This design comes from an exercise in tuning for small area on the open sky130 flow, not from production work. Function was checked by simulation only, so behaviour that the tests miss may differ from the original. No activity file was given, so power comes from the tool's default toggle rates.

## design.v

```verilog
`timescale 1ns / 1ps
module FIFO #(
	parameter WIDTH = 8,
	parameter DEPTH = 8
	)(
	input clk,
	input rst_n,
	input [WIDTH - 1:0] writeData,
	input writeEn,
	output [WIDTH - 1:0] readData,
	input readEn,
	output full,
	output empty
	);
	logic [WIDTH - 1:0] readDataReg;
	assign readData = readDataReg;
	logic [$clog2(DEPTH):0] readPtr, writePtr;
	logic [WIDTH - 1:0] mem [DEPTH - 1:0];
	assign full = (writePtr[$clog2(DEPTH) - 1:0] == readPtr[$clog2(DEPTH) - 1:0]) && (writePtr[$clog2(DEPTH)] != readPtr[$clog2(DEPTH)]);
	assign empty = writePtr == readPtr;
	always @(posedge clk) begin
		if (~rst_n) begin
			readPtr <= 0;
			writePtr <= 0;
			readDataReg <= 0;
		end else begin
		if (writeEn) begin  
			writePtr <= writePtr + 1;
			mem[writePtr[$clog2(DEPTH) - 1:0]] <= writeData;
		end
		if (readEn) begin
			readPtr <= readPtr + 1;
			readDataReg <= mem[readPtr[$clog2(DEPTH) - 1:0]];
		end
		end
	end
endmodule
`timescale 1ns / 1ps
module SPIwithFIFO #(
	parameter WIDTH = 8,
	parameter TxFIFODepth = 8,
	parameter RxFIFODepth = 8
	)(
	input clk,
	input rst_n,
    input CS_n,
    input SCLK,
    input MOSI,
    output MISO,
	output [WIDTH - 1:0] RXdata,
	input readEn,
	output RXFIFOempty,
	output RXFIFOfull,
	output TXFIFOempty,
	output TXFIFOfull,
	input [WIDTH - 1:0] TXdata,
	input writeEn
    );
	logic CS_nHist;  
	logic CS_nFallingEdge;
	assign CS_nFallingEdge = {CS_nHist, CS_n} == 2'b10;
    logic [WIDTH - 1:0] shiftIn;
    logic [WIDTH - 1:0] shiftOut;
    assign MISO = shiftOut[WIDTH - 1];
    logic [$clog2(WIDTH):0] rxBitCount;  
	logic [$clog2(WIDTH):0] txBitCount;
    logic prevSCLK;
	logic shiftInFull;  
    assign shiftInFull = rxBitCount == WIDTH;
	logic shiftOutEmpty;  
	assign shiftOutEmpty = txBitCount == 0;
	logic writeRXFIFO;
	FIFO #(.WIDTH(WIDTH), .DEPTH(RxFIFODepth)) RXFIFO (
		.clk(clk),
		.rst_n(rst_n),
		.writeData(shiftIn),
		.writeEn(writeRXFIFO),
		.readData(RXdata),
		.readEn(readEn),
		.full(RXFIFOfull),
		.empty(RXFIFOempty)
	);
	localparam IDLE = 2'b00;
	localparam WAIT_FOR_DATA = 2'b01;
	localparam LOAD_DATA = 2'b10;
	logic readTXFIFO;
	logic [WIDTH - 1:0] TXFIFOdata;
	logic [1:0] TXFIFOReadState;
	FIFO #(.WIDTH(WIDTH), .DEPTH(TxFIFODepth)) TXFIFO (
		.clk(clk),
		.rst_n(rst_n),
		.writeData(TXdata),
		.writeEn(writeEn),
		.readData(TXFIFOdata),
		.readEn(readTXFIFO),
		.full(TXFIFOfull),
		.empty(TXFIFOempty)
	);
    always @ (posedge clk) begin
		CS_nHist <= CS_n;
		if (~rst_n) begin
			shiftIn <= 0;
			shiftOut <= 0;
			rxBitCount <= 0;
			txBitCount <= WIDTH;
			prevSCLK <= 0;
			writeRXFIFO <= 1'b0;
			readTXFIFO <= 1'b0;
			TXFIFOReadState <= IDLE;
		end else begin
		case (TXFIFOReadState)
			IDLE: begin
				if (shiftOutEmpty && ~TXFIFOempty && ~CS_nFallingEdge) begin  
					readTXFIFO <= 1'b1;
					txBitCount <= WIDTH;
					TXFIFOReadState <= WAIT_FOR_DATA;
				end else readTXFIFO <= 1'b0;
			end
			WAIT_FOR_DATA: begin
				TXFIFOReadState <= LOAD_DATA;
				readTXFIFO <= 1'b0;
			end
			LOAD_DATA: begin
				shiftOut <= TXFIFOdata;
				TXFIFOReadState <= IDLE;
			end
			default: TXFIFOReadState <= IDLE;
		endcase
		if (shiftInFull && ~RXFIFOfull && ~CS_nFallingEdge) begin
			writeRXFIFO <= 1'b1;
			rxBitCount <= 0;
		end else begin
			writeRXFIFO <= 1'b0;
		end
    	if (CS_nFallingEdge) begin  
    		prevSCLK <= 0;
    		rxBitCount <= 0;
			txBitCount <= WIDTH;
		end else begin
    		prevSCLK <= SCLK;
    		if ({prevSCLK, SCLK} == 2'b01) begin  
    			shiftIn <= {shiftIn[WIDTH - 2:0], MOSI};
    			rxBitCount <= rxBitCount + 1'd1;
    		end else if ({prevSCLK, SCLK} == 2'b10) begin  
    			shiftOut <= {shiftOut[WIDTH - 2:0], 1'b0};
				txBitCount <= txBitCount - 1'd1;
    		end
    	end
		end
    end
endmodule
```

## run.sh

```bash
#!/bin/bash
# synth_recipe.tcl (not shown) runs the flow's synth.tcl, then flattens the netlist and writes it again
# the make line also repeats each setting of config.mk as NAME=value (left out here)
make -C /OpenROAD-flow-scripts/flow DESIGN_CONFIG=/design/flow/config.mk WORK_HOME=/design/flow/orfs CLKGATE_MAP_FILE= SYNTH_SCRIPT=/design/flow/synth_recipe.tcl finish
```

## config.mk

```make
export PLATFORM = sky130hd
export DESIGN_NAME = SPIwithFIFO
export DESIGN_NICKNAME = SPIwithFIFO
export VERILOG_FILES = /design/flow/design.v
export SDC_FILE = /design/flow/constraint.sdc
export NUM_CORES = 4
export LEC_CHECK = 0
export CAP_MARGIN = 20
export CORE_MARGIN = 2
export CORE_UTILIZATION = 40
export SLEW_MARGIN = 20
```

## constraint.sdc

```tcl
create_clock -name core_clock -period 5.0 [get_ports {clk}]
set_input_delay 1.0000 -clock core_clock [delete_from_list [all_inputs] [get_ports {clk}]]
set_output_delay 1.0000 -clock core_clock [all_outputs]
set_load 0.01 [all_outputs]
```

==> impl_metrics.csv <==
group,metric,value,unit
status,status,"complete, no violations",
yosys,synth_enable_flop_cells,128,
cells_and_area,final_util,0.462,
power_and_ir_drop,fin_total_pwr,3.19,mW
route,ant_nets,0,
die,ioPinCount,28,
sta,skew,0.0134,ns
clock_network,clk_pin_slew,0.07,ns
sta,rsz0062_at_grt,"false",
clock_network,cts_root_buf,"clkbuf_16",
hold_path,hold_path.class,"register to register",
yosys,synth.most_common_cell,"edfxtp_1",
yosys,synth.largest_area_cell,"edfxtp_1",
cells_and_area,num_antenna_cells,0,
die,die_area,19900,µm²
die,rows,50,
cells_and_area,layout-drive-gt1-share,0.150,
yosys,synth-main-ff-cell,"edfxtp_1",
die,die_h,141,µm
critical_path,worstPathMaxFanout,19,
clock_network,cts_tree,"built",
clock_network,post_cts.repair.setup_buffers,0,
route,vias_per_cell,5.28,
grt,overflow,0,
run,maxCapViolCount,0,
yosys,synth_common_cells,"edfxtp_1 (128), dfxtp_1 (62), nand2_1 (43)",
sta,relSlewSlack,0.285,
critical_path,startpoint_type,"register",
clock_network,clock_sinks,190,
yosys,netlist.area_leader.share,0.512,
cells_and_area,synthToLayoutAreaGrowth,14.3,%
die,core_area,18600,µm²
clock_network,clockBufferDepth,2,
clock_network,clock_latency,0.43,ns
grt,antenna_found_initial,0,
grt,track_usage,0.153,
route,vias,4012,
clock_network,htreeDepth,4,
power_and_ir_drop,peakVddDrop,0.260,mV
route,drt_iter0_drc,223,
sta,hold_viol_final,0,
die,start_util,0.404,
sta,tns,0,ns
sta,finalCriticalPeriod,3.71,ns
sta,worst_slew_pin_slew,1.06,ns
critical_path,worstPathRequired,4.00,ns
yosys,synth_fp_nets,512,
placement,portBuffers,27,
route,wl,14200,µm
clock_network,hold_buffers,0,
yosys,synth.distinct_cells,42,
grt,grt_max_degree,33,
yosys,syn_inst,489,
sta,finalCritPeriodShare,0.741,
placement,dp_hpwl,9550,µm
die,die_w,141,µm
grt,grt_pass1_wl,22800,µm
yosys,ys_seq_elements,190,
yosys,seq_area_frac_synth,0.677,
placement,gp_congestion,0.774,
power_and_ir_drop,p_leak,2.97,nW
yosys,async_flop_share,0,
cells_and_area,layout.nets,536,
yosys,syn_area_per_cell,15.4,µm²
clock_network,cts_resized,0,
route,routedWlPerCell,18.7,µm
grt,grt_pass1_vias,4112,
critical_path,end_kind,"output port",
power_and_ir_drop,powerDensity,372,nW/µm²
yosys,ys_warn_count,2,
yosys,syn-cell-area,7510,µm²
sta,drv_slew,0,
route,drc,0,
yosys,synthTopCellsByArea,"edfxtp_1 (51%), dfxtp_1 (17%), mux4_2 (8.4%)",
sta,fin_hold_ws,0.448,ns
critical_path,crit_arrival,2.71,ns
sta,fmax,270,MHz
route,drt_pass1_iterations,4,
critical_path,setup.worst_path.class,"register to output port",
sta,finalSetupViolations,0,
clock_network,numCtsBuffers,17,
## where the power goes
group,switching (mW),internal [mW],total (mW)
clock,0.639,0.717,1.36
combinational,0.0722,0.0624,0.135
sequential,0.0156,1.69,1.70
## logic make-up after synthesis
logic type / count (synthesis) / synth area share
flip-flops: 190 / 0.677
AND/OR/NAND/NOR: 139 / 0.0948
multiplexers: 44 / 0.114
XOR/XNOR: 20 / 0.0243
adder cells (fa/ha/maj): 8 / 0.0133
AO/OA/AOI/OAI: 58 / 0.0536
buffers and inverters: 30 / 0.0233
## final cells by class
| cell class | instances | area, µm² |
|---|---|---|
| tap | 234 | 293 |
| fill | 1594 | 9990 |
| sequential | 190 | 5080 |
| timing repair buffer | 30 | 288 |
| clock inverter | 15 | 174 |
| multi-input combinational | 269 | 2300 |
| inverter | 5 | 18.8 |
| clock buffer | 17 | 425 |
## through the flow
step / worst slack [ns] / area [µm²] / instances
6_report: 1.29 / 8590 / 760
5_1_grt: 1.19 / 8590 / 760
4_1_cts: 1.26 / 8550 / 760
3_5_place_dp: 1.72 / 7950 / 728
3_3_place_gp: 1.76 / 7940 / 728
2_1_floorplan: 2.61 / 7510 / 489
## worst paths after layout
path                 startpoint            endpoint  slack [ns]  depth (start not counted)
max           RXFIFO.readPtr[2]          RXFIFOfull        1.29                          3
min          TXFIFOReadState[0]  TXFIFOReadState[1]        0.45                          2
max reg2reg   RXFIFO.readPtr[2]       rxBitCount[1]        2.89                          4
min reg2reg  TXFIFOReadState[0]  TXFIFOReadState[1]        0.45                          2
## sequential cells by signal, summed over array words and instances, names as in the netlist, 2 cells and up
signal / flops
RXFIFO.mem: 64
shiftOut: 8
txBitCount: 4
RXFIFO.readDataReg: 8
shiftIn: 8
RXFIFO.readPtr: 4
TXFIFO.readPtr: 4
TXFIFOReadState: 2
TXFIFO.writePtr: 4
TXFIFO.readDataReg: 8
RXFIFO.writePtr: 4
TXFIFO.mem: 64
rxBitCount: 4
## critical path, stage by stage, from the launching register on
cell and delay, ns:
dfxtp_1 0.91, xor2_1 0.24, nor4_4 0.49, clkdlybuf4s50_1 0.63
## per-layer routing
| metal | vias to the layer above | routed length, µm | global-route usage |
|---|---|---|---|
| met5 | - | 0 | 0 |
| met4 | 0 | 136 | 0.0542 |
| met3 | 12 | 456 | 0.0374 |
| met2 | 76 | 7630 | 0.268 |
| met1 | 2023 | 6010 | 0.185 |
| li1 | 1901 | - | - |
## placed cells by master, fill, tap and decap left out, types with 5 or more instances in the layout
cell type        instances
a21boi_0                 7
edfxtp_1               128
o21ai_0                 16
o211a_1                  7
nand3_1                 10
clkdlybuf4s50_1         26
o22ai_1                 18
ha_1                     8
mux4_2                  28
xor2_1                   5
mux2i_1                 12
dfxtp_1                 62
nor3_2                  10
nor2b_1                  5
nand2b_1                12
nor2_1                  27
xnor2_1                 14
inv_1                    5
clkbuf_16               17
inv_6                    6
nand2_1                 43
and2_1                  13

[re-timing with driven ports]
The results above use ideal ports. As a check the final layout listed here was re-extracted and re-timed, cells and wires unchanged. Step 1, drivers: a clkbuf_16 drives clk and a buf_2 each remaining input, both assumed. Step 2, shift: input delay + t, output delay - t, t = (earliest + latest rising clock arrival at the registers) / 2. This alone moves slack from input paths to output paths. Slacks: ideal / step 1 / step 2; pairs: ideal / step 1.
t, ns: 0.469
setup slack, ns: 1.293 / 1.250 / 1.719
worst register clock-pin slew, ns: 0.08 / 0.08
After both steps setup and hold are still met in this run. The setup slack of this run moves by -0.043 ns with the drivers and by +0.426 ns with both steps.
